What follows belongs to an exercise in optimizing a design on an open flow for small area, a short achievable clock period and few clock cycles; a production flow would make more cautious choices. Function was checked by simulation only, so behaviour that the tests miss may differ from the original. No activity file was given, so power comes from the tool's default toggle rates.

--- design/flow/config.mk ---
export PLATFORM = sky130hd
export DESIGN_NAME = dna_vt_consensus
export DESIGN_NICKNAME = dna_vt_consensus
export VERILOG_FILES = /design/flow/design.v
export SDC_FILE = /design/flow/constraint.sdc
export NUM_CORES = 4
export LEC_CHECK = 0
export ABC_AREA = 1
export CAP_MARGIN = 20
export CORE_MARGIN = 2
export CORE_UTILIZATION = 50
export CTS_BUF_LIST = sky130_fd_sc_hd__clkbuf_4 sky130_fd_sc_hd__clkbuf_8 sky130_fd_sc_hd__clkbuf_16
export CTS_CLUSTER_DIAMETER = 30
export CTS_CLUSTER_SIZE = 6
export PLACE_DENSITY = 0.6
export SETUP_SLACK_MARGIN = 3
export SLEW_MARGIN = 20
--- design/flow/constraint.sdc ---
create_clock -name core_clock -period 62.0 [get_ports {clk}]
set_input_delay 12.4000 -clock core_clock [delete_from_list [all_inputs] [get_ports {clk}]]
set_output_delay 12.4000 -clock core_clock [all_outputs]
set_load 0.01 [all_outputs]
--- design/flow/run.sh ---
#!/bin/bash
# synth_recipe.tcl (not shown) runs the flow's synth.tcl, then flattens the netlist and writes it again
# the make line also repeats each setting of config.mk as NAME=value (left out here)
make -C /OpenROAD-flow-scripts/flow DESIGN_CONFIG=/design/flow/config.mk WORK_HOME=/design/flow/orfs CLKGATE_MAP_FILE= SYNTH_SCRIPT=/design/flow/synth_recipe.tcl finish
--- design/flow/design.v ---
module hard_decoder (
	input  logic [10:0] r,
	input  logic [5:0]  N,
	output logic [9:0]  c
);
	wire base = (N[5:2] == 4'b0010);
	wire is9  = base & N[0] & ~N[1];
	wire is10 = base & N[1] & ~N[0];
	wire is11 = base & N[1] & N[0];
	logic [9:0] dI, dS;
	logic [8:0] dD;
wire in_n22, in_n23, in_n24, in_n25, in_n26, in_n27, in_n28, in_n29, in_n30, in_n31, in_n32, in_n33, in_n34, in_n35, in_n36, in_n37, in_n38, in_n39, in_n40, in_n41, in_n42, in_n43, in_n44, in_n45, in_n47, in_n48, in_n49, in_n50, in_n51, in_n52, in_n53, in_n54, in_n55, in_n56, in_n57, in_n59, in_n60, in_n61, in_n62, in_n63, in_n64, in_n65, in_n66, in_n67, in_n69, in_n70, in_n71, in_n72, in_n73, in_n75, in_n76, in_n77, in_n79, in_n80, in_n81, in_n82, in_n83, in_n84, in_n85, in_n86, in_n87, in_n89, in_n91, in_n92, in_n93, in_n94, in_n96, in_n97, in_n98, in_n99, in_n100, in_n102, in_n103;
assign in_n22 = ~r[0] & ~r[3];
assign in_n23 = ~r[1] & ~r[2];
assign in_n24 = r[4] & ~in_n23;
assign in_n25 = in_n22 & ~in_n24;
assign in_n26 = r[1] & r[2];
assign in_n27 = r[3] & ~in_n23;
assign in_n28 = ~in_n26 & ~in_n27;
assign in_n29 = ~r[4] & in_n28;
assign in_n30 = ~in_n25 & ~in_n29;
assign in_n31 = ~r[5] & ~in_n30;
assign in_n32 = ~r[6] & ~r[7];
assign in_n33 = ~r[8] & in_n32;
assign in_n34 = ~r[9] & ~r[10];
assign in_n35 = in_n33 & in_n34;
assign in_n36 = ~in_n31 & in_n35;
assign in_n37 = ~r[5] & in_n22;
assign in_n38 = ~r[2] & in_n37;
assign in_n39 = ~r[2] & ~r[3];
assign in_n40 = ~r[4] & ~r[5];
assign in_n41 = ~in_n39 & ~in_n40;
assign in_n42 = r[0] & ~r[1];
assign in_n43 = ~r[4] & in_n42;
assign in_n44 = ~in_n41 & in_n43;
assign in_n45 = ~in_n38 & ~in_n44;
assign dI[0] = in_n36 & ~in_n45;
assign in_n47 = ~r[0] & ~r[4];
assign in_n48 = ~r[3] & in_n42;
assign in_n49 = ~in_n47 & ~in_n48;
assign in_n50 = ~r[5] & ~in_n49;
assign in_n51 = ~r[2] & in_n50;
assign in_n52 = ~in_n37 & in_n41;
assign in_n53 = r[5] & ~in_n47;
assign in_n54 = ~in_n23 & ~in_n26;
assign in_n55 = ~in_n53 & in_n54;
assign in_n56 = in_n35 & in_n55;
assign in_n57 = ~in_n52 & in_n56;
assign dI[1] = ~in_n51 & in_n57;
assign in_n59 = ~r[3] & ~in_n53;
assign in_n60 = ~r[0] & ~r[5];
assign in_n61 = ~r[1] & ~in_n60;
assign in_n62 = ~r[2] & ~in_n61;
assign in_n63 = ~in_n59 & ~in_n62;
assign in_n64 = ~in_n22 & in_n40;
assign in_n65 = r[1] & ~in_n64;
assign in_n66 = in_n35 & ~in_n39;
assign in_n67 = ~in_n65 & in_n66;
assign dI[2] = ~in_n63 & in_n67;
assign in_n69 = in_n23 & in_n47;
assign in_n70 = ~in_n50 & ~in_n69;
assign in_n71 = in_n35 & ~in_n70;
assign in_n72 = ~in_n57 & ~in_n71;
assign in_n73 = ~r[3] & ~r[4];
assign dI[3] = ~in_n72 & ~in_n73;
assign in_n75 = in_n53 & ~in_n73;
assign in_n76 = in_n28 & ~in_n75;
assign in_n77 = ~in_n37 & ~in_n76;
assign dI[4] = in_n36 & ~in_n77;
assign in_n79 = ~in_n30 & in_n36;
assign in_n80 = ~r[1] & in_n49;
assign in_n81 = ~in_n26 & ~in_n80;
assign in_n82 = ~r[7] & in_n81;
assign in_n83 = ~r[6] & in_n81;
assign in_n84 = r[7] & ~in_n83;
assign in_n85 = ~in_n32 & in_n34;
assign in_n86 = ~r[8] & in_n85;
assign in_n87 = in_n31 & in_n86;
assign dI[6] = ~in_n84 & in_n87;
assign in_n89 = in_n82 & dI[6];
assign dI[5] = in_n79 | in_n89;
assign in_n91 = r[8] & ~in_n82;
assign in_n92 = ~r[6] & in_n34;
assign in_n93 = ~in_n33 & in_n92;
assign in_n94 = in_n31 & in_n93;
assign dI[7] = ~in_n91 & in_n94;
assign in_n96 = ~in_n85 & in_n94;
assign in_n97 = ~r[9] & in_n81;
assign in_n98 = r[10] & ~in_n97;
assign in_n99 = in_n33 & ~in_n34;
assign in_n100 = in_n31 & in_n99;
assign dI[9] = ~in_n98 & in_n100;
assign in_n102 = r[9] & in_n81;
assign in_n103 = dI[9] & in_n102;
assign dI[8] = in_n96 | in_n103;
wire dn_n19, dn_n20, dn_n21, dn_n22, dn_n23, dn_n24, dn_n25, dn_n26, dn_n27, dn_n28, dn_n29, dn_n30, dn_n31, dn_n32, dn_n33, dn_n34, dn_n35, dn_n36, dn_n37, dn_n38, dn_n39, dn_n40, dn_n41, dn_n42, dn_n43, dn_n44, dn_n45, dn_n46, dn_n47, dn_n48, dn_n49, dn_n50, dn_n51, dn_n52, dn_n53, dn_n54, dn_n55, dn_n56, dn_n57, dn_n58, dn_n59, dn_n60, dn_n61, dn_n62, dn_n63, dn_n64, dn_n65, dn_n66, dn_n67, dn_n68, dn_n69, dn_n70, dn_n71, dn_n72, dn_n73, dn_n74, dn_n76, dn_n77, dn_n79, dn_n80, dn_n81, dn_n82, dn_n83, dn_n84, dn_n85, dn_n88, dn_n89, dn_n91, dn_n92, dn_n93, dn_n94, dn_n95, dn_n96, dn_n98, dn_n99, dn_n100, dn_n103, dn_n104, dn_n105, dn_n106;
assign dn_n19 = r[0] & r[2];
assign dn_n20 = r[0] & ~r[2];
assign dn_n21 = ~r[0] & r[2];
assign dn_n22 = ~dn_n20 & ~dn_n21;
assign dn_n23 = ~r[5] & ~dn_n22;
assign dn_n24 = ~dn_n19 & ~dn_n23;
assign dn_n25 = ~r[6] & ~dn_n24;
assign dn_n26 = ~r[2] & ~r[3];
assign dn_n27 = ~dn_n25 & ~dn_n26;
assign dn_n28 = r[3] & r[4];
assign dn_n29 = r[2] & dn_n28;
assign dn_n30 = ~dn_n27 & ~dn_n29;
assign dn_n31 = ~r[1] & dn_n30;
assign dn_n32 = ~r[3] & ~r[4];
assign dn_n33 = ~r[5] & dn_n32;
assign dn_n34 = ~r[0] & ~dn_n28;
assign dn_n35 = ~dn_n33 & ~dn_n34;
assign dn_n36 = ~dn_n31 & ~dn_n35;
assign dn_n37 = dn_n31 & dn_n35;
assign dn_n38 = ~dn_n36 & ~dn_n37;
assign dn_n39 = ~r[0] & ~r[2];
assign dn_n40 = r[4] & dn_n39;
assign dn_n41 = ~r[4] & dn_n20;
assign dn_n42 = ~dn_n40 & ~dn_n41;
assign dn_n43 = ~dn_n22 & dn_n42;
assign dn_n44 = ~r[7] & ~r[8];
assign dn_n45 = ~r[6] & dn_n44;
assign dn_n46 = r[3] & dn_n43;
assign dn_n47 = dn_n45 & ~dn_n46;
assign dn_n48 = dn_n43 & dn_n47;
assign dn_n49 = dn_n31 & dn_n40;
assign dn_n50 = r[5] & ~dn_n32;
assign dn_n51 = ~dn_n41 & dn_n50;
assign dn_n52 = dn_n45 & ~dn_n51;
assign dn_n53 = ~dn_n49 & dn_n52;
assign dn_n54 = ~dn_n48 & dn_n53;
assign dn_n55 = ~dn_n38 & dn_n54;
assign dn_n56 = ~r[8] & dn_n33;
assign dn_n57 = ~r[7] & dn_n56;
assign dn_n58 = r[2] & ~r[4];
assign dn_n59 = r[5] & ~dn_n58;
assign dn_n60 = r[2] & r[3];
assign dn_n61 = dn_n45 & ~dn_n60;
assign dn_n62 = ~dn_n59 & dn_n61;
assign dn_n63 = ~dn_n57 & ~dn_n62;
assign dn_n64 = dn_n55 & dn_n63;
assign dn_n65 = r[6] & dn_n44;
assign dn_n66 = dn_n33 & dn_n65;
assign dn_n67 = ~r[1] & dn_n39;
assign dn_n68 = dn_n66 & dn_n67;
assign dn_n69 = ~r[1] & ~r[2];
assign dn_n70 = r[1] & r[2];
assign dn_n71 = ~dn_n69 & ~dn_n70;
assign dn_n72 = dn_n23 & dn_n71;
assign dn_n73 = dn_n47 & dn_n72;
assign dn_n74 = ~dn_n68 & ~dn_n73;
assign dD[0] = dn_n64 | ~dn_n74;
assign dn_n76 = ~r[6] & r[7];
assign dn_n77 = ~dn_n21 & dn_n76;
assign dD[8] = dn_n56 & dn_n77;
assign dn_n79 = ~dn_n65 & ~dD[8];
assign dn_n80 = ~r[4] & ~r[5];
assign dn_n81 = dn_n20 & dn_n80;
assign dn_n82 = ~dn_n79 & dn_n81;
assign dn_n83 = dn_n31 & dn_n82;
assign dn_n84 = ~r[2] & dn_n80;
assign dn_n85 = dn_n55 & ~dn_n84;
assign dD[1] = dn_n83 | dn_n85;
assign dD[7] = dn_n66 | dn_n82;
assign dn_n88 = ~dn_n53 & ~dD[7];
assign dn_n89 = dn_n30 & dn_n71;
assign dD[2] = ~dn_n88 & dn_n89;
assign dn_n91 = ~r[1] & ~r[6];
assign dn_n92 = dn_n80 & ~dn_n91;
assign dn_n93 = ~dn_n42 & ~dn_n92;
assign dn_n94 = dn_n21 & dn_n92;
assign dn_n95 = ~dn_n26 & ~dn_n94;
assign dn_n96 = ~dn_n93 & dn_n95;
assign dD[3] = ~dn_n63 & dn_n96;
assign dn_n98 = ~r[1] & dn_n81;
assign dn_n99 = ~dn_n28 & ~dn_n32;
assign dn_n100 = ~dn_n98 & dn_n99;
assign dD[4] = dn_n53 & dn_n100;
assign dD[5] = dn_n53 & ~dn_n80;
assign dn_n103 = ~dn_n21 & dn_n66;
assign dn_n104 = r[4] & ~dn_n20;
assign dn_n105 = r[5] & ~dn_n104;
assign dn_n106 = dn_n47 & dn_n105;
assign dD[6] = dn_n103 | dn_n106;
	wire a0s, a0c, b0s, b0c;
	assign {a0c, a0s} = r[0] + r[2] + r[4];
	assign {b0c, b0s} = a0s + r[6] + r[8];
	wire a1s, a1c, b1s, b1c, d1s, d1c;
	assign {a1c, a1s} = r[1] + r[2] + r[5];
	assign {b1c, b1s} = r[6] + r[9] + a0c;
	assign {d1c, d1s} = a1s + b1s + b0c;
	wire a2s, a2c, b2s, b2c, d2s, d2c;
	assign {a2c, a2s} = r[3] + r[4] + r[5];
	assign {b2c, b2s} = r[6] + a1c + b1c;
	assign {d2c, d2s} = a2s + b2s + d1c;
	wire [5:0] w8 = {a2c, b2c, d2c, r[7], r[8], r[9]};
	wire any8 = |w8;
	wire two8 = |(w8 & (w8 - 6'd1));
	wire [3:0] s = {any8, d2s, d1s, b0s};
	always_comb
		for (int i = 0; i < 10; i++)
			dS[i] = !two8 && ((s == 4'(i + 6)) || (i <= 4 && s == 4'(4 - i)));
	assign c = r[9:0] ^ ({10{is11}} & dI | {10{is10}} & dS | {1'b0, {9{is9}} & dD});
endmodule
module vt_decode (
	input  logic [9:0] data_in,
	output logic [4:0] recovered,
	output logic       good_syndrome
);
	wire [9:0] c = data_in;
	wire a0s, a0c, b0s, b0c;
	assign {a0c, a0s} = c[0] + c[2] + c[4];
	assign {b0c, b0s} = a0s + c[6] + c[8];
	wire a1s, a1c, b1s, b1c, d1s, d1c;
	assign {a1c, a1s} = c[1] + c[2] + c[5];
	assign {b1c, b1s} = c[6] + c[9] + a0c;
	assign {d1c, d1s} = a1s + b1s + b0c;
	wire a2s, a2c, b2s, b2c, d2s, d2c;
	assign {a2c, a2s} = c[3] + c[4] + c[5];
	assign {b2c, b2s} = c[6] + a1c + b1c;
	assign {d2c, d2s} = a2s + b2s + d1c;
	wire [2:0] hi;
	assign hi = 3'(a2c) + 3'(b2c) + 3'(d2c) + 3'(c[7]) + 3'(c[8]) + 3'(c[9]);
	wire [5:0] s = {hi, d2s, d1s, b0s};
	assign recovered = {data_in[8], data_in[6], data_in[5], data_in[4], data_in[2]};
	assign good_syndrome = (s == 6'd5) || (s == 6'd26) || (s == 6'd47);
endmodule
module dna_vt_consensus (
	input  logic        clk,
	input  logic        rst_n,
	input  logic        in_valid,
	output logic        in_ready,
	input  logic [31:0] in_strand,
	input  logic [5:0]  in_len,
	input  logic        in_last,
	output logic        out_valid,
	output logic [9:0]  out_codeword,
	output logic [4:0]  out_data,
	output logic        out_syndrome_ok
);
	assign in_ready = 1'b1;
	logic        s_valid, s_last;
	logic [10:0] s_r;
	logic [5:0]  s_len;
	always_ff @(posedge clk or negedge rst_n)
		if (!rst_n) s_valid <= 1'b0;
		else        s_valid <= in_valid;
	always_ff @(posedge clk) begin
		s_last <= in_last;
		s_r    <= in_strand[10:0];
		s_len  <= in_len;
	end
	logic [9:0] c;
	hard_decoder hard (.r(s_r), .N(s_len), .c(c));
	logic       first;    
	logic [4:0] t [10];
	logic [9:0] cw_next;
	always_ff @(posedge clk or negedge rst_n)
		if (!rst_n) begin
			first     <= 1'b1;
			out_valid <= 1'b0;
		end else begin
			if (s_valid) first <= s_last;
			out_valid <= s_valid & s_last;
		end
	genvar gi;
	generate
		for (gi = 0; gi < 10; gi++) begin : cnt
			logic [4:0] b, g, tn;
			logic [5:0] p;
			logic en;
			assign b    = t[gi] | {5{first}};
			assign g    = b ^ {5{c[gi]}};
			assign en   = s_valid & (s_len > 6'(gi));
			assign p[0] = en & ~(c[gi] & (b == 5'b10000));
			for (genvar j = 0; j < 5; j++) begin : ch
				assign p[j+1] = p[j] & g[j];
				assign tn[j]  = b[j] ^ p[j];
			end
			always_ff @(posedge clk) t[gi] <= tn;
			assign out_codeword[gi] = t[gi][4];
			assign cw_next[gi] = tn[4];
		end
	endgenerate
	logic syn_ok;
	vt_decode u_vt_decode (
		.data_in      (cw_next),
		.recovered    (),
		.good_syndrome(syn_ok)
	);
	always_ff @(posedge clk) out_syndrome_ok <= syn_ok;
	assign out_data = {out_codeword[8], out_codeword[6], out_codeword[5], out_codeword[4], out_codeword[2]};
endmodule
==> run_results.csv, run 1 <==
group,metric,value,unit
status,outcome,"finished clean",
global_route,overflow,0,
min_path,hp-class,"register to register",
synth,syn-instance-count,860,
synth,ys.warnings.count,3,
sta,final_max_slew_viol_count,0,
sta,max_slew_margin,43.65,%
worst_setup_path,critPathTopFamily,"buffers and inverters",
route,drt_iter0_markers,447,
worst_setup_path,r2r_cells,34,
power_and_ir_drop,leakagePower,3.081,nW
global_route,grt_antenna_before_repair,0,
route,drcViolationCount,0,
global_route,grt_start_max_net_pins,53,
power_and_ir_drop,ir_drop,0.01914,mV
power_and_ir_drop,p_total,0.1842,mW
finish,drive_gt1_share,10.84,%
clock_tree,clockRootBuffer,"clkbuf_16",
place,place.gp.congestion,0.9291,
global_route,grt_pass1_wl,23740,µm
global_route,use_met3,4.702,%
sta,max_clock_freq,73.14,MHz
finish,nNetsFinal,952,
sta,clock_skew,0.004552,ns
sta,fin_crit,13.67,ns
worst_setup_path,r2r_setup_slack,54.19,ns
clock_tree,post_cts_buffers,0,
power_and_ir_drop,pwr_density_cell,28.69,nW/µm²
power_and_ir_drop,pwr-share-clk,28.8,%
synth,syn_nets,931,
finish,areaGrowthSynthToFinish,11.66,%
synth,synth-edff-count,0,
synth,synth-seq-cells,72,
clock_tree,cts_resized,0,
clock_tree,cts.sinks,72,
floorplanning,start_util,50.80,%
global_route,grt_usage,23.36,%
power_and_ir_drop,p_int,0.1144,mW
synth,synth_area_leaders,"dfxtp_1 (24%), nand2_1 (13%), nand3_1 (7.8%)",
min_path,hold_depth,2,
floorplanning,die-area,12370,µm²
route,vias_per_cell,5.335,
power_and_ir_drop,p_sw,0.06983,mW
worst_setup_path,cpPeakStageDelay,0.56,ns
worst_setup_path,worstPathRequired,49.60,ns
finish,final_common_cell,"nand2_1",
sta,fin_crit_sh,22.05,%
finish,antenna_cells,0,
synth,synth_cell_types,46,
sta,holdWs,0.4195,ns
route,dr.pass1.iters,5,
finish,final_cells,1029,
clock_tree,ctsHoldBuffers,0,
floorplanning,io_pins,60,
worst_setup_path,cp-start-kind,"register",
sta,setup_violations,0,
clock_tree,cts_tree,"built",
sta,tns,0,ns
finish,final_cell_mix,"nand2_1 (203), inv_1 (106), nor2_1 (104), nand3_1 (90), dfxtp_1 (69)",
clock_tree,h-tree-depth,3,
floorplanning,core-area,11320,µm²
synth,syn-cell-area,5751,µm²
flow_run,cap_violations,0,
sta,tightest_slew,0.8421,ns
global_route,first_global_vias,5168,
clock_tree,cts.clk_slew.worst_paths,0.06,ns
synth,synth_top_area_cell,"dfxtp_1",
floorplanning,die_w,111.2,µm
synth,synth_ff_type,"dfxtp_1",
finish,utilization,56.72,%
min_path,hold_start,"s_last",
route,antenna_left,0,
worst_setup_path,path_buf_inv,1,
floorplanning,placementRows,39,
synth,avgSynthCellArea,6.687,µm²
global_route,grt-busiest-layer,"met2",
place,hpwlAfterDp,10870,µm
clock_tree,clock_latency,0.34,ns
route,wl,13940,µm
sta,hold_violations,0,
place,port_buffers,37,
worst_setup_path,cpMaxStageDelayCell,"clkdlybuf4s50_1",
clock_tree,clockBufferDepth,2,
power_and_ir_drop,p_sw_share,37.91,%
synth,ys_async_sr_fraction,4.167,%
sta,rsz0062_at_grt,"false",
clock_tree,cts_buffers,9,
power_and_ir_drop,combPwrFrac,37.9,%
global_route,met2_usage,38.37,%
floorplanning,die_h,111.2,µm
worst_setup_path,crit_type,"register to output port",
place,place_inst,1013,
min_path,worstHoldEndpoint,"first",
worst_setup_path,reg2reg_from,"s_r[2]",
worst_setup_path,cp-end-kind,"output port",
worst_setup_path,path_cells,"clkdlybuf4s50_1",
synth,yosysTopAreaCellShare,24.02,%
synth,ys_seq_area_share,25.35,%
worst_setup_path,r2r_end,"out_syndrome_ok",
finish,nFillCells,1090,
route,vias,5490,
global_route,grt_util_met1,30.76,%
power_and_ir_drop,pwr-share-seq,33.2,%
worst_setup_path,critPathMaxFanout,3,
route,wire_per_inst,13.55,µm
worst_setup_path,cp_data_arrival_time,1.27,ns
through the flow:
| step | instance area, µm² | setup WS (ns) |
|---|---|---|
| floorplan | 5751 | 49.16 |
| global placement | 6121 | 48.69 |
| detailed placement | 6121 | 48.69 |
| CTS | 6421 | 48.31 |
| global route | 6421 | 48.28 |
| finish | 6421 | 48.33 |
state kept, by name (all words and copies together) (netlist names):
signal / cells
t: 50
s_len: 6
s_last: 1
out_valid: 1
s_r: 11
out_syndrome_ok: 1
s_valid: 1
first: 1
Yosys cell counts (8+ instances only):
library cell	count
nand2_1	203
dfxtp_1	69
nand3_2	8
nand4_1	55
buf_4	19
fa_1	19
inv_1	106
nand3_1	90
nor2_1	104
ha_1	10
nand2_2	22
xor2_1	29
a21oi_1	11
inv_2	16
o21ai_0	19
worst max-delay path by stage:
stage / start / endpoint / cells after the start
after floorplan: t[2][4] / out_codeword[2] / 1
after global placement: t[9][4] / out_codeword[9] / 1
after detailed placement: t[9][4] / out_codeword[9] / 1
after CTS: t[9][4] / out_codeword[9] / 1
after global routing: t[9][4] / out_codeword[9] / 1
final: t[9][4] / out_codeword[9] / 1
per-layer routing:
metal / up-vias / wire length (µm)
met5: - / 0
met2: 152 / 6627
met1: 2526 / 6482
met3: 18 / 653
met4: 0 / 176
li1: 2794 / -
kinds of logic (layout without fill, tap and decap cells):
group           after synthesis  after routing  share of synthesized area (%)
compound gates               55             55                          6.136
other cells                   1              1                        0.06521
buf+inv                     152            178                          11.42
flops                        72             72                          25.35
xor+xnor                     33             33                          5.157
fa+ha+maj                    29             29                          8.790
simple gates                518            518                          43.08
power by group through the flow:
stage / Combinational [mW] / Clock, mW / Sequential, mW
finish: 0.0698 / 0.0531 / 0.0612
global route: 0.0803 / 0.0563 / 0.0623
CTS: 0.0698 / 0.0543 / 0.0613
detailed placement: 0.0694 / 0 / 0.0622
global placement: 0.0667 / 0 / 0.0618
floorplan: 0.0562 / 0 / 0.0606
final cells by class:
cell class | count | area, µm² | share of cell area, %
clock buffers | 10 | 232.7 | 3.624
flip-flops and latches | 72 | 1458 | 22.70
inverters | 124 | 470.5 | 7.327
well taps | 143 | 178.9 | 2.786
multi-input cells | 636 | 3636 | 56.63
repair buffers | 38 | 377.9 | 5.885
clock inverters | 6 | 67.56 | 1.052
Testbench counts, summed over its fixed seeds: cycles 13,845.
==> inputs of run 2 (changes only) <==
==> design/flow/flow/run.sh (new file) <==
#!/bin/bash
# Standard layout with two changes: after the standard synthesis the
# combinational logic is re-mapped for area (flow/recover.sh; registers and
# full-adder cells are
# kept as synthesized), and the ports are buffered with buf_2 cells.
set -euo pipefail
R=orfs/results/sky130hd/dna_vt_consensus/base
bash standard.sh synth > synth.log 2>&1
cp $R/1_2_yosys.v synth_standard.v
grep -m1 -o 'abc -script.*' orfs/logs/sky130hd/dna_vt_consensus/base/1_2_yosys.log | grep -o -- '-dont_use [^ ]*' | tr '\n' ' ' > dont_use.txt
python3 flow/libmodels.py $FLOW_HOME/platforms/sky130hd/lib/sky130_fd_sc_hd__tt_025C_1v80.lib cell_models.v sky130_fd_sc_hd__fa_1,sky130_fd_sc_hd__fa_2,sky130_fd_sc_hd__fa_4 > libmodels.log 2>&1
bash flow/recover.sh synth_standard.v $R/1_2_yosys.v cell_models.v dont_use.txt > recover.log 2>&1
BUFFER_PORTS_ARGS="-buffer_cell sky130_fd_sc_hd__buf_2" bash standard.sh finish > finish.log 2>&1
==> design/flow/flow/area.abc (new file) <==
strash
&get -n
&deepsyn -T 60
&dch
&nf -p -F 8 -A 4 -C 32 -R 1000
&put
topo
==> design/flow/flow/libmodels.py (new file) <==
# Write Verilog models (assign per output from the liberty function) of the
# combinational cells of a liberty file.
import re, sys
KEEP = set(sys.argv[3].split(',')) if len(sys.argv) > 3 else set()
lib = open(sys.argv[1]).read()
out = []
for m in re.finditer(r'\n\s*cell\s*\(\s*"?([\w]+)"?\s*\)\s*\{', lib):
    name = m.group(1)
    # find cell body by brace matching
    i = m.end(); depth = 1
    while depth:
        if lib[i] == '{': depth += 1
        elif lib[i] == '}': depth -= 1
        i += 1
    body = lib[m.end():i]
    seq = bool(re.search(r'\n\s*(ff|latch|statetable)\s*\(', body))
    pins = []
    for pm in re.finditer(r'\n\s*pin\s*\(\s*"?(\w+)"?\s*\)\s*\{', body):
        j = pm.end(); d = 1
        while d:
            if body[j] == '{': d += 1
            elif body[j] == '}': d -= 1
            j += 1
        pb = body[pm.end():j]
        dm = re.search(r'direction\s*:\s*"?(\w+)"?', pb)
        fm = re.search(r'function\s*:\s*"([^"]*)"', pb)
        pins.append((pm.group(1), dm.group(1) if dm else None, fm.group(1) if fm else None))
    seen=set(); pins=[x for x in pins if not (x[0] in seen or seen.add(x[0]))]
    ins = [p for p, d, f in pins if d == 'input']
    outs = [(p, f) for p, d, f in pins if d == 'output' and f]
    if seq or not ins or name in KEEP:
        allo = [p for p, d, f in pins if d == 'output']
        if not allo: continue
        s = '(* blackbox *)\nmodule %s(%s);\n' % (name, ', '.join(ins + allo))
        s += ''.join('  input %s;\n' % p for p in ins) + ''.join('  output %s;\n' % p for p in allo) + 'endmodule\n'
        out.append(s); continue
    if not outs: continue
    if any(re.search(r'VPWR|VGND|KAPWR|SLEEP', f) for p, f in outs): continue
    ports = ins + [p for p, f in outs]
    s = 'module %s(%s);\n' % (name, ', '.join(ports))
    s += ''.join('  input %s;\n' % p for p in ins)
    s += ''.join('  output %s;\n' % p for p, f in outs)
    for p, f in outs:
        e = f.replace('!', '~').replace('*', '&').replace('+', '|')
        e = re.sub(r'\)\s*\(', ') & (', e)
        s += '  assign %s = %s;\n' % (p, e)
    s += 'endmodule\n'
    out.append(s)
open(sys.argv[2], 'w').write('\n'.join(out))
print(len(out), 'models')
==> design/flow/flow/recover.sh (new file) <==
#!/bin/bash
# Area recovery on the standard synthesis: re-map the combinational logic of
# netlist IN with ABC for area only (ABC script flow/area.abc) and write OUT.
# Flip-flops, tie cells and full adders stay as they are (same instances,
# names and cell
# types); the other combinational cells are read as their liberty functions.
# usage: recover.sh IN OUT MODELS DONTUSE_FILE
set -euo pipefail
IN=$1; OUT=$2; MODELS=$3; DONTUSE=$4
F=$(dirname $(readlink -f $0))
LIB=$FLOW_HOME/platforms/sky130hd/lib/sky130_fd_sc_hd__tt_025C_1v80.lib
cat > recover.ys <<EOY
read_verilog $MODELS
read_verilog $IN
hierarchy -top $FLOW_TOP
proc
flatten
techmap
opt_clean -purge
opt -fast
abc -liberty $LIB $(cat $DONTUSE) -script $F/area.abc
splitnets
opt_clean -purge
hilomap -singleton -hicell sky130_fd_sc_hd__conb_1 HI -locell sky130_fd_sc_hd__conb_1 LO
insbuf -buf sky130_fd_sc_hd__buf_4 A X
tee -o recover_stat.txt stat -liberty $LIB
write_verilog -noattr -nohex -nodec $OUT
EOY
yosys -s recover.ys
==> design/flow/standard.sh (new file) <==
#!/bin/bash
# synth_recipe.tcl (not shown) runs the flow's synth.tcl, then flattens the netlist and writes it again
# the make line also repeats each setting of config.mk as NAME=value (left out here)
make -C /OpenROAD-flow-scripts/flow DESIGN_CONFIG=/design/flow/config.mk WORK_HOME=/design/flow/orfs CLKGATE_MAP_FILE= SYNTH_SCRIPT=/design/flow/synth_recipe.tcl "${@:-finish}"
removed: design/flow/run.sh
==> run 2 against run 1 <==
Effect of this change: critical path type unchanged; sequential share of layout area grew 7.7 points; count of clock-buffer cells in the layout up 1; design area down 25%; clock power is about 30% lower; power is 18% lower; global-route usage shrank 2.7 points; still clean on timing, DRC and antenna; area after synthesis decreased by 24%.
==> run_results.csv, run 2 <==
group,metric,value,unit
worst_setup_path,cp_data_arrival_time,0.90,ns
clock_tree,clockRootBuffer,"clkbuf_8",
global_route,grt_antenna_before_repair,0,
finish,multi_input_area,2696,µm²
sta,clock_skew,0.01250,ns
finish,top_register,"t",
clock_tree,post_cts_buffers,0,
route,vias_per_cell,5.422,
finish,reg_top3,"t x50, s_r x11, s_len x6",
floorplanning,core-area,8593,µm²
floorplanning,io_pins,60,
worst_setup_path,cp-start-kind,"register",
worst_setup_path,critPathMaxFanout,4,
min_path,worstHoldEndpoint,"out_valid",
clock_tree,h-tree-depth,3,
min_path,hold_depth,1,
sta,tns,0,ns
sta,tightest_slew,0.7721,ns
global_route,grt_pass1_wl,15930,µm
finish,seqCellArea,1458,µm²
global_route,grt_usage,20.67,%
power_and_ir_drop,leakagePower,1.832,nW
sta,fin_crit_sh,21.46,%
worst_setup_path,cpMaxStageDelayCell,"dfxtp_1",
worst_setup_path,r2r_cells,29,
status,outcome,"finished clean",
route,drt_iter0_markers,171,
finish,nNetsFinal,633,
clock_tree,cts_tree,"built",
clock_tree,cts.clk_slew.worst_paths,0.08,ns
place,hpwlAfterDp,7371,µm
clock_tree,cts_buffers,9,
worst_setup_path,r2r_end,"out_syndrome_ok",
route,drcViolationCount,0,
finish,largest_reg_flops,50,
sta,max_slew_margin,48.45,%
clock_tree,clock_latency,0.35,ns
power_and_ir_drop,pwr_density_cell,31.36,nW/µm²
clock_tree,ctsHoldBuffers,0,
synth,syn_nets,599,
clock_tree,cts.sinks,72,
flow_run,cap_violations,0,
sta,hold_violations,0,
sta,holdWs,0.4741,ns
synth,ys.warnings.count,3,
finish,final_common_cell,"nor2_1",
finish,areaGrowthSynthToFinish,9.384,%
clock_tree,cts_resized,0,
floorplanning,placementRows,34,
global_route,met2_usage,35.23,%
sta,fin_crit,13.30,ns
route,vias,3714,
sta,setup_violations,0,
sta,max_clock_freq,75.17,MHz
worst_setup_path,worstPathRequired,49.60,ns
min_path,hp-class,"register to register",
place,place.gp.congestion,0.8918,
floorplanning,die-area,9538,µm²
route,antenna_left,0,
worst_setup_path,r2r_setup_slack,53.07,ns
sta,final_max_slew_viol_count,0,
global_route,grt_start_max_net_pins,53,
worst_setup_path,reg2reg_from,"s_r[2]",
worst_setup_path,path_buf_inv,1,
route,wire_per_inst,13.97,µm
route,dr.pass1.iters,5,
global_route,use_met3,3.381,%
finish,drive_gt1_share,9.532,%
finish,nFillCells,853,
sta,rsz0062_at_grt,"false",
floorplanning,start_util,51.05,%
place,port_buffers,37,
worst_setup_path,cp-end-kind,"output port",
power_and_ir_drop,p_total,0.1505,mW
global_route,grt-busiest-layer,"met2",
synth,syn-cell-area,4387,µm²
min_path,hold_start,"s_last",
floorplanning,die_w,97.67,µm
global_route,first_global_vias,3466,
worst_setup_path,critPathTopFamily,"flip-flops",
power_and_ir_drop,ir_drop,0.01540,mV
synth,syn-instance-count,538,
worst_setup_path,cpPeakStageDelay,0.39,ns
finish,antenna_cells,0,
global_route,grt_util_met1,27.10,%
synth,avgSynthCellArea,8.154,µm²
route,wl,9571,µm
worst_setup_path,crit_type,"register to output port",
finish,final_cell_mix,"nor2_1 (106), dfxtp_1 (69), xor2_1 (41), nand2_1 (40)",
floorplanning,die_h,97.67,µm
worst_setup_path,path_cells,"buf_2",
global_route,overflow,0,
clock_tree,clockBufferDepth,2,
[run 2: how the worst max path moves through the flow]
stage                       start              end  slack [ns]  depth (start not counted)
after floorplan           t[2][4]  out_codeword[2]       49.14                          1
after global placement    t[4][4]  out_codeword[4]       49.07                          1
after detailed placement  t[4][4]  out_codeword[4]       49.07                          1
after CTS                 t[5][4]      out_data[2]       48.68                          1
after global routing      t[5][4]  out_codeword[5]       48.64                          1
final                     t[5][4]      out_data[2]       48.70                          1
[run 2: through the flow]
stage | utilization [%] | worst slack (ns) | area [µm²] | cells
3_3_place_gp | 53.55 | 49.07 | 4602 | 669
3_5_place_dp | 53.55 | 49.07 | 4602 | 669
4_1_cts | 55.84 | 48.68 | 4798 | 685
5_1_grt | 55.84 | 48.64 | 4798 | 685
6_report | 55.84 | 48.70 | 4798 | 685
2_1_floorplan | - | 49.14 | 4387 | 538
[run 2: metal layers]
metal,wire length (µm),share of wire (%)
met3,406,4.2
met2,4632,48
met5,0,0
met1,4410,46
met4,122,1.3
[run 2: power breakdown]
part           switching (mW)  leakage (nW)  internal, mW
Sequential            0.00685         0.612        0.0569
Combinational          0.0285          1.13        0.0211
Clock                  0.0178        0.0924        0.0194
Total                  0.0531          1.83        0.0974
[run 2: area by class of cell]
| cell class | instances | share of cell area, % |
|---|---|---|
| clock inverters | 5 | 1.199 |
| flip-flops and latches | 72 | 30.38 |
| multi-input cells | 419 | 56.19 |
| inverters | 32 | 2.503 |
| clock buffers | 11 | 2.894 |
| repair buffers | 38 | 4.016 |
| well taps | 108 | 2.816 |
[run 2: worst register-to-register path: cells and delay by family (launching register included)]
family | cells | cell delay, ns
adder cells (fa/ha/maj) | 11 | 4.54
AND/OR/NAND/NOR | 7 | 1.70
AO/OA/AOI/OAI | 5 | 0.97
flip-flops | 1 | 0.83
XOR/XNOR | 2 | 0.56
buffers and inverters | 4 | 0.26
==> inputs of run 3 (changes only) <==
--- a/design/flow/config.mk
+++ b/design/flow/config.mk
@@ -10,7 +10,7 @@
 export CORE_MARGIN = 2
 export CORE_UTILIZATION = 50
-export CTS_BUF_LIST = sky130_fd_sc_hd__clkbuf_4 sky130_fd_sc_hd__clkbuf_8 sky130_fd_sc_hd__clkbuf_16
-export CTS_CLUSTER_DIAMETER = 30
-export CTS_CLUSTER_SIZE = 6
+export CTS_BUF_LIST = sky130_fd_sc_hd__clkbuf_16
+export CTS_CLUSTER_DIAMETER = 500
+export CTS_CLUSTER_SIZE = 100
 export PLACE_DENSITY = 0.6
 export SETUP_SLACK_MARGIN = 3
==> run 3 against run 2 <==
Effect of this change: via count grew 0.70%; core utilization up 1.1 points; worst setup slack better by 0.023 ns; power is 8.8% higher; sequential share of layout area shrank 0.58 points; register-to-register slack about the same; critical path depth is the same; largest cell class unchanged.
==> run_results.csv, run 3 <==
group,metric,value,unit
finish,largest_reg_flops,50,
route,antenna_left,0,
finish,multi_input_area,2696,µm²
finish,utilization,56.93,%
floorplanning,die_w,97.67,µm
finish,fin_area,4892,µm²
clock_tree,cts.sinks,72,
sta,final_max_slew_viol_count,0,
clock_tree,h-tree-depth,3,
finish,nNetsFinal,633,
floorplanning,start_util,51.05,%
sta,fin_crit,13.28,ns
place,place.gp.congestion,0.8918,
finish,nFillCells,842,
route,vias,3740,
global_route,grt_pass1_wl,15970,µm
sta,clock_skew,0.007800,ns
clock_tree,ctsHoldBuffers,0,
worst_setup_path,cpPeakStageDelay,0.39,ns
route,drt_iter0_markers,179,
worst_setup_path,path_cells,"buf_2",
flow_run,cap_violations,0,
synth,syn_nets,599,
worst_setup_path,reg2reg_from,"s_r[2]",
synth,avgSynthCellArea,8.154,µm²
global_route,overflow,0,
clock_tree,cts_tree,"built",
synth,ys.warnings.count,3,
clock_tree,post_cts_buffers,0,
global_route,grt_antenna_before_repair,0,
power_and_ir_drop,pwr_density_cell,33.45,nW/µm²
sta,setup_violations,0,
clock_tree,cts.clk_slew.worst_paths,0.06,ns
place,port_buffers,37,
sta,max_slew_margin,48.61,%
finish,antenna_cells,0,
finish,top_register,"t",
power_and_ir_drop,combPwrFrac,30.4,%
sta,tightest_slew,0.7698,ns
worst_setup_path,cpMaxStageDelayCell,"dfxtp_1",
global_route,first_global_vias,3468,
route,vias_per_cell,5.460,
global_route,grt_usage,20.71,%
synth,syn-instance-count,538,
sta,rsz0062_at_grt,"false",
power_and_ir_drop,pwr-share-seq,39.0,%
clock_tree,clock_latency,0.33,ns
worst_setup_path,r2r_cells,29,
worst_setup_path,worstPathRequired,49.60,ns
place,place_area,4602,µm²
route,wire_per_inst,14.06,µm
power_and_ir_drop,p_sw_share,33.53,%
sta,max_clock_freq,75.30,MHz
clock_tree,clockRootBuffer,"clkbuf_16",
global_route,grt_start_max_net_pins,53,
floorplanning,die_h,97.67,µm
status,outcome,"finished clean",
clock_tree,cts_resized,0,
floorplanning,core-area,8593,µm²
power_and_ir_drop,p_total,0.1637,mW
route,drcViolationCount,0,
worst_setup_path,critPathMaxFanout,4,
floorplanning,die-area,9538,µm²
worst_setup_path,cp-start-kind,"register",
sta,fin_crit_sh,21.42,%
worst_setup_path,r2r_end,"out_syndrome_ok",
synth,syn-cell-area,4387,µm²
worst_setup_path,cp-end-kind,"output port",
place,hpwlAfterDp,7371,µm
power_and_ir_drop,leakagePower,1.880,nW
power_and_ir_drop,p_sw,0.05488,mW
finish,areaGrowthSynthToFinish,11.52,%
min_path,hp-class,"register to register",
clock_tree,clockBufferDepth,2,
worst_setup_path,r2r_setup_slack,53.06,ns
min_path,hold_start,"s_last",
floorplanning,placementRows,34,
worst_setup_path,critPathTopFamily,"flip-flops",
worst_setup_path,cp_data_arrival_time,0.88,ns
sta,hold_violations,0,
route,dr.pass1.iters,5,
power_and_ir_drop,pwr-share-clk,30.7,%
min_path,hold_depth,1,
floorplanning,io_pins,60,
route,wl,9630,µm
power_and_ir_drop,ir_drop,0.01909,mV
worst_setup_path,path_buf_inv,1,
worst_setup_path,crit_type,"register to output port",
finish,drive_gt1_share,9.185,%
clock_tree,cts_buffers,9,
finish,seqCellArea,1458,µm²
min_path,worstHoldEndpoint,"out_valid",
finish,final_common_cell,"nor2_1",
power_and_ir_drop,p_int,0.1088,mW
sta,tns,0,ns
finish,reg_top3,"t x50, s_r x11, s_len x6",
finish,final_cell_mix,"nor2_1 (106), dfxtp_1 (69), xor2_1 (41), nand2_1 (40)",
[run 3: cell types whose count changed in the layout (fill, tap and decap cells not counted), sizes merged]
cell,delta
clkbuf,-2
inv,+2
[run 3: routing by layer]
metal | vias up | wire length (µm) | part of all wire [%] | GRT usage (%)
met3 | 7 | 442 | 4.6 | 3.813
met4 | 0 | 78 | 0.81 | 5.342
met1 | 1756 | 4447 | 46 | 27.06
met5 | - | 0 | 0 | 0
li1 | 1876 | - | - | -
met2 | 101 | 4661 | 48 | 35.44
[run 3: area by class of cell]
type                    count  share of cell area, %
well taps                 108                  2.762
clock buffers               9                  4.604
flip-flops and latches     72                  29.80
inverters                  32                  2.455
clock inverters             7                  1.330
multi-input cells         419                  55.12
repair buffers             38                  3.939
[run 3: power by group through the flow]
stage / Combinational, mW / Sequential (mW) / Clock [mW]
after floorplan: 0.0416 / 0.0636 / 0
after global routing: 0.0563 / 0.0651 / 0.0535
after global placement: 0.0484 / 0.0646 / 0
final: 0.0497 / 0.0638 / 0.0502
after detailed placement: 0.0502 / 0.0647 / 0
after CTS: 0.0503 / 0.0639 / 0.0515
[run 3: worst max-delay path by stage]
stage / end / startpoint / slack [ns] / cells past startpoint
finish: out_data[2] / t[5][4] / 48.72 / 1
global route: out_codeword[5] / t[5][4] / 48.68 / 1
CTS: out_codeword[4] / t[4][4] / 48.71 / 1
detailed placement: out_codeword[4] / t[4][4] / 49.07 / 1
global placement: out_codeword[4] / t[4][4] / 49.07 / 1
floorplan: out_codeword[2] / t[2][4] / 49.14 / 1
[run 3: through the flow]
step / setup slack, ns / hold WS [ns] / std cells
floorplan: 49.14 / 0.4397 / 538
global placement: 49.07 / 0.4463 / 669
detailed placement: 49.07 / 0.4594 / 669
CTS: 48.71 / 0.4727 / 685
global route: 48.68 / 0.5177 / 685
finish: 48.72 / 0.4697 / 685
==> inputs of run 4 (changes only) <==
==> design/flow/flow/run.sh (replaced) <==
#!/bin/bash
# Standard layout with two changes: after the standard synthesis the
# combinational logic is re-mapped for area (flow/recover.sh; registers are
# kept as synthesized), and the ports are buffered with buf_2 cells.
set -euo pipefail
R=orfs/results/sky130hd/dna_vt_consensus/base
bash standard.sh synth > synth.log 2>&1
cp $R/1_2_yosys.v synth_standard.v
grep -m1 -o 'abc -script.*' orfs/logs/sky130hd/dna_vt_consensus/base/1_2_yosys.log | grep -o -- '-dont_use [^ ]*' | tr '\n' ' ' > dont_use.txt
python3 flow/libmodels.py $FLOW_HOME/platforms/sky130hd/lib/sky130_fd_sc_hd__tt_025C_1v80.lib cell_models.v > libmodels.log 2>&1
bash flow/recover.sh synth_standard.v $R/1_2_yosys.v cell_models.v dont_use.txt > recover.log 2>&1
BUFFER_PORTS_ARGS="-buffer_cell sky130_fd_sc_hd__buf_2" bash standard.sh finish > finish.log 2>&1
==> design/flow/flow/area.abc (replaced) <==
strash
&get -n
&dch
&nf -R 1000
&put
topo
--- a/design/flow/flow/libmodels.py
+++ b/design/flow/flow/libmodels.py
@@ -2,5 +2,4 @@
 # combinational cells of a liberty file.
 import re, sys
-KEEP = set(sys.argv[3].split(',')) if len(sys.argv) > 3 else set()
 lib = open(sys.argv[1]).read()
 out = []
@@ -29,5 +28,5 @@
     ins = [p for p, d, f in pins if d == 'input']
     outs = [(p, f) for p, d, f in pins if d == 'output' and f]
-    if seq or not ins or name in KEEP:
+    if seq or not ins:
         allo = [p for p, d, f in pins if d == 'output']
         if not allo: continue
--- a/design/flow/flow/recover.sh
+++ b/design/flow/flow/recover.sh
@@ -2,7 +2,6 @@
 # Area recovery on the standard synthesis: re-map the combinational logic of
 # netlist IN with ABC for area only (ABC script flow/area.abc) and write OUT.
-# Flip-flops, tie cells and full adders stay as they are (same instances,
-# names and cell
-# types); the other combinational cells are read as their liberty functions.
+# Flip-flops and tie cells stay as they are (same instances, names and cell
+# types); the combinational cells are read as their liberty functions.
 # usage: recover.sh IN OUT MODELS DONTUSE_FILE
 set -euo pipefail
--- a/design/flow/config.mk
+++ b/design/flow/config.mk
@@ -10,7 +10,7 @@
 export CORE_MARGIN = 2
 export CORE_UTILIZATION = 50
-export CTS_BUF_LIST = sky130_fd_sc_hd__clkbuf_16
-export CTS_CLUSTER_DIAMETER = 500
-export CTS_CLUSTER_SIZE = 100
+export CTS_BUF_LIST = sky130_fd_sc_hd__clkbuf_4 sky130_fd_sc_hd__clkbuf_8 sky130_fd_sc_hd__clkbuf_16
+export CTS_CLUSTER_DIAMETER = 30
+export CTS_CLUSTER_SIZE = 6
 export PLACE_DENSITY = 0.6
 export SETUP_SLACK_MARGIN = 3
==> run 4 against run 3 <==
Effect of this change: still clean; hold slack got worse by 0.0030 ns; power shrank 2.3%; final cell count is 7.3% higher; core utilization is 0.23 points lower; non-clock buffer count did not move; highest routed layer unchanged; area after synthesis increased by 3.7%; largest power group unchanged; clock skew rose by 0.0058 ns.
==> run_results.csv, run 4 <==
group,metric,value,unit
status,outcome,"finished clean",
global_route,grt_antenna_before_repair,0,
worst_setup_path,worstPathRequired,49.60,ns
route,antenna_left,0,
floorplanning,start_util,51.88,%
worst_setup_path,cpMaxStageDelayCell,"dfxtp_1",
route,drt_iter0_markers,311,
floorplanning,die-area,9872,µm²
clock_tree,h-tree-depth,3,
sta,max_slew_margin,48.50,%
place,place.gp.congestion,0.9320,
power_and_ir_drop,ir_drop,0.01746,mV
worst_setup_path,crit_type,"register to output port",
worst_setup_path,cp-end-kind,"output port",
min_path,hold_start,"s_last",
sta,rsz0062_at_grt,"false",
flow_run,cap_violations,0,
worst_setup_path,cpPeakStageDelay,0.41,ns
global_route,first_global_vias,3680,
finish,largest_reg_flops,50,
clock_tree,clock_latency,0.35,ns
floorplanning,core-area,8763,µm²
place,hpwlAfterDp,7461,µm
place,pre_cts_ws,49.07,ns
route,drcViolationCount,0,
floorplanning,die_w,99.36,µm
synth,syn-cell-area,4547,µm²
place,port_buffers,37,
sta,fin_crit,13.31,ns
clock_tree,cts_tree,"built",
worst_setup_path,path_buf_inv,1,
finish,top_register,"t",
worst_setup_path,r2r_end,"out_syndrome_ok",
finish,nNetsFinal,664,
sta,max_clock_freq,75.12,MHz
clock_tree,ctsHoldBuffers,0,
clock_tree,post_cts_buffers,0,
synth,syn-instance-count,588,
worst_setup_path,r2r_cells,32,
clock_tree,cts.clk_slew.worst_paths,0.09,ns
route,vias_per_cell,5.565,
min_path,hp-class,"register to register",
synth,avgSynthCellArea,7.733,µm²
route,wire_per_inst,13.72,µm
finish,nFillCells,848,
synth,syn_nets,630,
sta,setup_violations,0,
sta,final_max_slew_viol_count,0,
power_and_ir_drop,pwr_density_cell,32.20,nW/µm²
floorplanning,placementRows,34,
worst_setup_path,reg2reg_from,"s_r[2]",
sta,tns,0,ns
global_route,grt_usage,21.22,%
finish,seqCellArea,1458,µm²
finish,antenna_cells,0,
finish,reg_top3,"t x50, s_r x11, s_len x6",
global_route,overflow,0,
clock_tree,cts_resized,0,
finish,areaGrowthSynthToFinish,9.274,%
sta,hold_violations,0,
synth,ys.warnings.count,3,
sta,clock_skew,0.01365,ns
worst_setup_path,cp_data_arrival_time,0.91,ns
route,vias,4090,
finish,drive_gt1_share,8.772,%
finish,final_cell_mix,"nor2_1 (112), dfxtp_1 (69), nand2_1 (66), xnor2_1 (62), xor2_1 (44)",
floorplanning,io_pins,60,
worst_setup_path,cp-start-kind,"register",
min_path,worstHoldEndpoint,"first",
worst_setup_path,r2r_setup_slack,53.78,ns
sta,tightest_slew,0.7670,ns
global_route,grt_pass1_wl,17060,µm
finish,multi_input_area,2950,µm²
worst_setup_path,critPathTopFamily,"flip-flops",
sta,setup_slack,48.69,ns
sta,fin_crit_sh,21.47,%
clock_tree,clockBufferDepth,2,
clock_tree,cts_buffers,9,
worst_setup_path,critPathMaxFanout,4,
route,wl,10080,µm
finish,final_common_cell,"nor2_1",
power_and_ir_drop,leakagePower,1.832,nW
min_path,hold_depth,1,
clock_tree,clockRootBuffer,"clkbuf_8",
floorplanning,die_h,99.36,µm
worst_setup_path,path_cells,"buf_2",
global_route,grt_start_max_net_pins,48,
clock_tree,cts.sinks,72,
route,dr.pass1.iters,6,
-- run 4: worst max-delay path by stage --
stage,from,end,slack (ns),cells past startpoint
after floorplan,t[4][4],out_codeword[4],49.14,1
after global placement,t[4][4],out_data[1],49.08,1
after detailed placement,t[4][4],out_codeword[4],49.07,1
after CTS,t[4][4],out_codeword[4],48.68,1
after global routing,t[2][4],out_data[0],48.65,1
final,t[4][4],out_codeword[4],48.69,1
-- run 4: layout make-up --
cell class / instances / area share (%)
Clock inverter: 4 / 1.083
Clock buffer: 12 / 3.072
Multi-Input combinational cell: 494 / 59.38
Timing Repair Buffer: 38 / 3.878
Sequential cell: 72 / 29.34
Tap cell: 108 / 2.720
Inverter: 7 / 0.5288
-- run 4: metal layers --
metal	part of all wire [%]	wire [µm]	track usage (%)
met3	5.6	568	3.795
met4	1.3	134	7.692
met5	0	0	0
met1	48	4888	29.86
met2	45	4492	32.69
-- run 4: worst register-to-register path: cells and delay by family, from the launching register on --
family,cells,cell delay [ns]
flip-flops,1,0.74
adder cells (fa/ha/maj),3,1.09
AO/OA/AOI/OAI,9,1.89
AND/OR/NAND/NOR,13,2.11
buffers and inverters,1,0.32
XOR/XNOR,6,1.95
-- run 4: where the power goes --
part           switching [mW]  internal (mW)
registers             0.00675         0.0571
logic                  0.0325         0.0243
clock network          0.0186         0.0208
-- run 4: per-stage QoR --
step	hold slack [ns]	cell area, µm²	power (mW)	util, %	cells
after floorplan	0.4350	4547	0.1124	-	588
after global placement	0.4569	4762	0.1202	54.34	719
after detailed placement	0.4543	4762	0.1217	54.34	719
after CTS	0.4755	4969	0.1614	56.70	735
after global routing	0.4981	4969	0.1722	56.70	735
final	0.4667	4969	0.1600	56.70	735
==> inputs of run 5 (changes only) <==
==> design/flow/flow/run.sh (replaced) <==
#!/bin/bash
# Standard layout with two changes:
# - after the standard synthesis, the combinational logic is re-mapped for
#   area (flow/recover.sh); registers, tie cells and full-adder cells are
#   kept as synthesized, with their names and cell types;
# - the ports are buffered with buf_2 cells.
# Each tool writes its full output to its own log file in this folder.
set -euo pipefail
R=orfs/results/sky130hd/dna_vt_consensus/base
LIB=$FLOW_HOME/platforms/sky130hd/lib/sky130_fd_sc_hd__tt_025C_1v80.lib
bash standard.sh synth > synth.log 2>&1
cp $R/1_2_yosys.v synth_standard.v
# the standard synthesis's don't-use cells, as it passed them to ABC
grep -m1 -o 'abc -script.*' orfs/logs/sky130hd/dna_vt_consensus/base/1_2_yosys.log | grep -o -- '-dont_use [^ ]*' | tr '\n' ' ' > dont_use.txt
python3 flow/libmodels.py $LIB cell_models.v sky130_fd_sc_hd__fa_1,sky130_fd_sc_hd__fa_2,sky130_fd_sc_hd__fa_4 > libmodels.log 2>&1
bash flow/recover.sh synth_standard.v $R/1_2_yosys.v cell_models.v dont_use.txt > recover.log 2>&1
BUFFER_PORTS_ARGS="-buffer_cell sky130_fd_sc_hd__buf_2" bash standard.sh finish > finish.log 2>&1
==> design/flow/flow/area.abc (replaced) <==
strash
&get -n
&deepsyn -T 60
&dch
&nf -p -F 8 -A 4 -C 32 -R 1000
&put
topo
--- a/design/flow/flow/libmodels.py
+++ b/design/flow/flow/libmodels.py
@@ -2,4 +2,5 @@
 # combinational cells of a liberty file.
 import re, sys
+KEEP = set(sys.argv[3].split(',')) if len(sys.argv) > 3 else set()
 lib = open(sys.argv[1]).read()
 out = []
@@ -28,5 +29,5 @@
     ins = [p for p, d, f in pins if d == 'input']
     outs = [(p, f) for p, d, f in pins if d == 'output' and f]
-    if seq or not ins:
+    if seq or not ins or name in KEEP:
         allo = [p for p, d, f in pins if d == 'output']
         if not allo: continue
--- a/design/flow/flow/recover.sh
+++ b/design/flow/flow/recover.sh
@@ -2,6 +2,7 @@
 # Area recovery on the standard synthesis: re-map the combinational logic of
 # netlist IN with ABC for area only (ABC script flow/area.abc) and write OUT.
-# Flip-flops and tie cells stay as they are (same instances, names and cell
-# types); the combinational cells are read as their liberty functions.
+# Cells that MODELS declares as black boxes (flip-flops, tie cells, full
+# adders) stay as they are, with their instance names and cell types; the
+# other cells are read as their liberty functions.
 # usage: recover.sh IN OUT MODELS DONTUSE_FILE
 set -euo pipefail
==> run 5 against run 4 <==
Effect of this change: still clean on timing, DRC and antenna; power decreased by 5.9%; combinational power decreased by 13%; count of clock-buffer cells in the layout shrank 1; design area decreased by 3.4%; clock skew decreased by 0.0011 ns; clock power is 5.3% lower; hold slack gained 0.0074 ns; fmax is essentially flat; critical path depth is the same; largest cell class unchanged; largest power group unchanged; highest routed layer unchanged.
==> run_results.csv, run 5 <==
group,metric,value,unit
status,outcome,"finished clean",
worst_setup_path,r2r_cells,29,
sta,tightest_slew,0.7721,ns
worst_setup_path,worstPathRequired,49.60,ns
sta,tns,0,ns
global_route,grt_pass1_wl,15930,µm
floorplanning,core-area,8593,µm²
route,dr.pass1.iters,5,
finish,nNetsFinal,633,
floorplanning,start_util,51.05,%
global_route,grt_start_max_net_pins,53,
sta,clock_skew,0.01250,ns
finish,final_cell_mix,"nor2_1 (106), dfxtp_1 (69), xor2_1 (41), nand2_1 (40)",
worst_setup_path,cp_data_arrival_time,0.90,ns
route,vias_per_cell,5.422,
global_route,grt_antenna_before_repair,0,
route,wl,9571,µm
route,drcViolationCount,0,
finish,final_cells,685,
clock_tree,h-tree-depth,3,
sta,max_slew_margin,48.45,%
synth,avgSynthCellArea,8.154,µm²
floorplanning,io_pins,60,
sta,final_max_slew_viol_count,0,
min_path,hold_depth,1,
worst_setup_path,crit_type,"register to output port",
synth,ys.warnings.count,3,
power_and_ir_drop,leakagePower,1.832,nW
power_and_ir_drop,p_int,0.09735,mW
floorplanning,placementRows,34,
worst_setup_path,reg2reg_from,"s_r[2]",
place,port_buffers,37,
worst_setup_path,cp-end-kind,"output port",
worst_setup_path,cpPeakStageDelay,0.39,ns
worst_setup_path,r2r_end,"out_syndrome_ok",
clock_tree,clockRootBuffer,"clkbuf_8",
clock_tree,clock_latency,0.35,ns
finish,final_common_cell,"nor2_1",
worst_setup_path,critPathMaxFanout,4,
worst_setup_path,critPathTopFamily,"flip-flops",
worst_setup_path,cpMaxStageDelayCell,"dfxtp_1",
min_path,worstHoldEndpoint,"out_valid",
worst_setup_path,path_cells,"buf_2",
clock_tree,cts.clk_slew.worst_paths,0.08,ns
floorplanning,die_h,97.67,µm
sta,fin_crit_sh,21.46,%
sta,fin_crit,13.30,ns
sta,hold_violations,0,
finish,largest_reg_flops,50,
place,place_area,4602,µm²
finish,fin_area,4798,µm²
power_and_ir_drop,p_total,0.1505,mW
synth,syn_nets,599,
route,drt_iter0_markers,171,
power_and_ir_drop,pwr-share-clk,24.7,%
power_and_ir_drop,combPwrFrac,33.0,%
min_path,hold_start,"s_last",
flow_run,cap_violations,0,
floorplanning,die_w,97.67,µm
route,wire_per_inst,13.97,µm
finish,areaGrowthSynthToFinish,9.384,%
clock_tree,cts.sinks,72,
min_path,hp-class,"register to register",
place,hpwlAfterDp,7371,µm
sta,rsz0062_at_grt,"false",
power_and_ir_drop,pwr-share-seq,42.3,%
route,vias,3714,
worst_setup_path,path_buf_inv,1,
clock_tree,cts_tree,"built",
power_and_ir_drop,p_sw_share,35.30,%
worst_setup_path,cp-start-kind,"register",
clock_tree,cts_resized,0,
clock_tree,ctsHoldBuffers,0,
clock_tree,clockBufferDepth,2,
finish,drive_gt1_share,9.532,%
floorplanning,die-area,9538,µm²
sta,setup_violations,0,
finish,reg_top3,"t x50, s_r x11, s_len x6",
power_and_ir_drop,ir_drop,0.01540,mV
power_and_ir_drop,p_sw,0.05312,mW
place,place.gp.congestion,0.8918,
route,antenna_left,0,
synth,syn-instance-count,538,
finish,top_register,"t",
global_route,first_global_vias,3466,
global_route,overflow,0,
worst_setup_path,r2r_setup_slack,53.07,ns
clock_tree,cts_buffers,9,
place,place_inst,669,
finish,antenna_cells,0,
sta,max_clock_freq,75.17,MHz
clock_tree,post_cts_buffers,0,
power_and_ir_drop,pwr_density_cell,31.36,nW/µm²
synth,syn-cell-area,4387,µm²
global_route,grt_usage,20.67,%
run 5: worst max path at each step:
stage	start	to	slack (ns)	cells after the start
after global placement	t[4][4]	out_codeword[4]	49.07	1
after global routing	t[5][4]	out_codeword[5]	48.64	1
after detailed placement	t[4][4]	out_codeword[4]	49.07	1
after floorplan	t[2][4]	out_codeword[2]	49.14	1
final	t[5][4]	out_data[2]	48.70	1
after CTS	t[5][4]	out_data[2]	48.68	1
run 5: through the flow:
| step | setup slack [ns] | hold slack, ns | util (%) |
|---|---|---|---|
| floorplan | 49.14 | 0.4397 | - |
| global placement | 49.07 | 0.4463 | 53.55 |
| detailed placement | 49.07 | 0.4594 | 53.55 |
| CTS | 48.68 | 0.4777 | 55.84 |
| global route | 48.64 | 0.5231 | 55.84 |
| finish | 48.70 | 0.4741 | 55.84 |
run 5: layout make-up:
class | instances | area (µm²)
inverter | 32 | 120.1
timing repair buffer | 38 | 192.7
sequential | 72 | 1458
clock inverter | 5 | 57.56
tap | 108 | 135.1
multi-input combinational | 419 | 2696
clock buffer | 11 | 138.9
fill | 853 | 3795
run 5: power groups by stage:
stage / Combinational [mW] / Sequential (mW) / Clock (mW)
floorplan: 0.0416 / 0.0636 / 0
global placement: 0.0484 / 0.0646 / 0
detailed placement: 0.0502 / 0.0647 / 0
CTS: 0.0503 / 0.0638 / 0.0385
global route: 0.0563 / 0.0650 / 0.0406
finish: 0.0496 / 0.0637 / 0.0372
run 5: layer usage:
| layer | GRT usage (%) | vias to the layer above | wire length [µm] |
|---|---|---|---|
| li1 | - | 1877 | - |
| met1 | 27.10 | 1737 | 4410 |
| met2 | 35.23 | 90 | 4632 |
| met3 | 3.381 | 10 | 406 |
| met4 | 5.983 | 0 | 122 |
| met5 | 0 | - | 0 |
==> inputs of run 6 (changes only) <==
--- a/design/flow/config.mk
+++ b/design/flow/config.mk
@@ -10,7 +10,7 @@
 export CORE_MARGIN = 2
 export CORE_UTILIZATION = 50
-export CTS_BUF_LIST = sky130_fd_sc_hd__clkbuf_4 sky130_fd_sc_hd__clkbuf_8 sky130_fd_sc_hd__clkbuf_16
+export CTS_BUF_LIST = sky130_fd_sc_hd__clkbuf_4 sky130_fd_sc_hd__clkbuf_8
 export CTS_CLUSTER_DIAMETER = 30
-export CTS_CLUSTER_SIZE = 6
+export CTS_CLUSTER_SIZE = 5
 export PLACE_DENSITY = 0.6
 export SETUP_SLACK_MARGIN = 3
==> run 6 against run 5 <==
Effect of this change: sequential share of layout area stayed put; synthesized cell count did not move; critical path type unchanged; still clean on timing, DRC and antenna; largest cell class unchanged; highest routed layer unchanged; count of clock-buffer cells in the layout unchanged; via count unchanged.
==> run_results.csv, run 6 <==
group,metric,value,unit
floorplanning,placementRows,34,
worst_setup_path,path_buf_inv,1,
global_route,grt_pass1_wl,15930,µm
clock_tree,post_cts_buffers,0,
floorplanning,core-area,8593,µm²
synth,syn-cell-area,4387,µm²
finish,largest_reg_flops,50,
synth,syn-instance-count,538,
clock_tree,cts.clk_slew.worst_paths,0.08,ns
floorplanning,start_util,51.05,%
worst_setup_path,cp-start-kind,"register",
worst_setup_path,crit_start,"t[5][4]",
clock_tree,h-tree-depth,3,
clock_tree,cts.sinks,72,
place,hpwlAfterDp,7371,µm
finish,top_register,"t",
worst_setup_path,worstPathRequired,49.60,ns
synth,avgSynthCellArea,8.154,µm²
route,antenna_left,0,
min_path,hold_start,"s_last",
route,wl,9571,µm
floorplanning,die_h,97.67,µm
sta,fin_crit,13.30,ns
route,drt_iter0_markers,171,
finish,areaGrowthSynthToFinish,9.384,%
finish,final_cell_mix,"nor2_1 (106), dfxtp_1 (69), xor2_1 (41), nand2_1 (40)",
sta,rsz0062_at_grt,"false",
clock_tree,clockBufferDepth,2,
power_and_ir_drop,leakagePower,1.832,nW
clock_tree,clockRootBuffer,"clkbuf_8",
worst_setup_path,r2r_setup_slack,53.07,ns
sta,tns,0,ns
place,place.gp.congestion,0.8918,
clock_tree,ctsHoldBuffers,0,
global_route,grt_start_max_net_pins,53,
synth,ys.warnings.count,3,
finish,reg_top3,"t x50, s_r x11, s_len x6",
floorplanning,die_w,97.67,µm
sta,final_max_slew_viol_count,0,
synth,syn_nets,599,
global_route,first_global_vias,3466,
floorplanning,die-area,9538,µm²
worst_setup_path,crit_type,"register to output port",
clock_tree,cts_resized,0,
place,port_buffers,37,
route,dr.pass1.iters,5,
finish,final_common_cell,"nor2_1",
worst_setup_path,cp_data_arrival_time,0.90,ns
worst_setup_path,reg2reg_from,"s_r[2]",
worst_setup_path,cpMaxStageDelayCell,"dfxtp_1",
route,drcViolationCount,0,
floorplanning,io_pins,60,
worst_setup_path,cp-end-kind,"output port",
power_and_ir_drop,ir_drop,0.01540,mV
sta,fin_crit_sh,21.46,%
worst_setup_path,cpPeakStageDelay,0.39,ns
route,wire_per_inst,13.97,µm
clock_tree,cts_tree,"built",
sta,tightest_slew,0.7721,ns
finish,drive_gt1_share,9.532,%
sta,clock_skew,0.01250,ns
finish,antenna_cells,0,
finish,nNetsFinal,633,
sta,max_slew_margin,48.45,%
worst_setup_path,path_cells,"buf_2",
worst_setup_path,critPathTopFamily,"flip-flops",
sta,setup_violations,0,
clock_tree,cts_buffers,9,
flow_run,cap_violations,0,
finish,utilization,55.84,%
clock_tree,clock_latency,0.35,ns
min_path,hp-class,"register to register",
global_route,grt_usage,20.67,%
route,vias,3714,
worst_setup_path,critPathMaxFanout,4,
global_route,overflow,0,
sta,holdWs,0.4741,ns
global_route,grt_antenna_before_repair,0,
sta,max_clock_freq,75.17,MHz
sta,hold_violations,0,
power_and_ir_drop,pwr_density_cell,31.36,nW/µm²
route,vias_per_cell,5.422,
status,outcome,"finished clean",
run 6: report_power, final:
group | internal (mW) | switching [mW] | leakage [nW]
clock network | 0.0194 | 0.0178 | 0.0924
registers | 0.0569 | 0.00685 | 0.612
logic | 0.0211 | 0.0285 | 1.13
run 6: cell type report:
cell class / count / area (µm²)
flip-flops and latches: 72 / 1458
inverters: 32 / 120.1
clock inverters: 5 / 57.56
repair buffers: 38 / 192.7
clock buffers: 11 / 138.9
well taps: 108 / 135.1
fillers: 853 / 3795
multi-input cells: 419 / 2696
run 6: final timing paths:
| check | cells after the start | to |
|---|---|---|
| max in group asynchronous | 1 | first |
| worst min-delay path | 1 | out_valid |
| min in group asynchronous | 1 | s_valid |
| worst min register to register | 1 | out_valid |
| worst max-delay path | 1 | out_data[2] |
| worst max register to register | 29 | out_syndrome_ok |
run 6: routing by layer:
| metal | part of all wire [%] | GRT usage, % | vias up | routed length [µm] |
|---|---|---|---|---|
| met4 | 1.3 | 5.983 | 0 | 122 |
| li1 | - | - | 1877 | - |
| met1 | 46 | 27.10 | 1737 | 4410 |
| met2 | 48 | 35.23 | 90 | 4632 |
| met5 | 0 | 0 | - | 0 |
| met3 | 4.2 | 3.381 | 10 | 406 |
run 6: stage by stage:
| step | cell area (µm²) | setup WS, ns | instances | total power, mW |
|---|---|---|---|---|
| CTS | 4798 | 48.68 | 685 | 0.1526 |
| floorplan | 4387 | 49.14 | 538 | 0.1052 |
| global route | 4798 | 48.64 | 685 | 0.1619 |
| finish | 4798 | 48.70 | 685 | 0.1505 |
| global placement | 4602 | 49.07 | 669 | 0.1130 |
| detailed placement | 4602 | 49.07 | 669 | 0.1149 |

==> re-timing with driven ports <==
No port has a modelled driver above. Below, the same layouts with a new extraction and two added sets of constraints. Step 1 assumes that a clkbuf_16 drives the clock port and a buf_2 every other input. Step 2 moves the port delays by t, midway between the first and last clock arrival at a register: inputs arrive t later, outputs are due t later. That takes back most of the time a late clock gives input paths. Slacks: ideal ports / drivers / drivers and shift; pairs: ideal ports / drivers.
run | t, ns | slack for setup (ns) | pins driven straight from the clock port
run 1 | 0.378 | 48.327 / 48.289 / 48.666 | 1
run 2 | 0.378 | 48.697 / 48.666 / 49.044 | 1
run 3 | 0.361 | 48.720 / 48.684 / 49.045 | 1
run 4 | 0.379 | 48.688 / 48.656 / 49.035 | 1
run 5 | 0.378 | 48.697 / 48.666 / 49.044 | 1
run 6 | 0.378 | 48.697 / 48.666 / 49.044 | 1
After both steps every run listed still meets setup and hold.
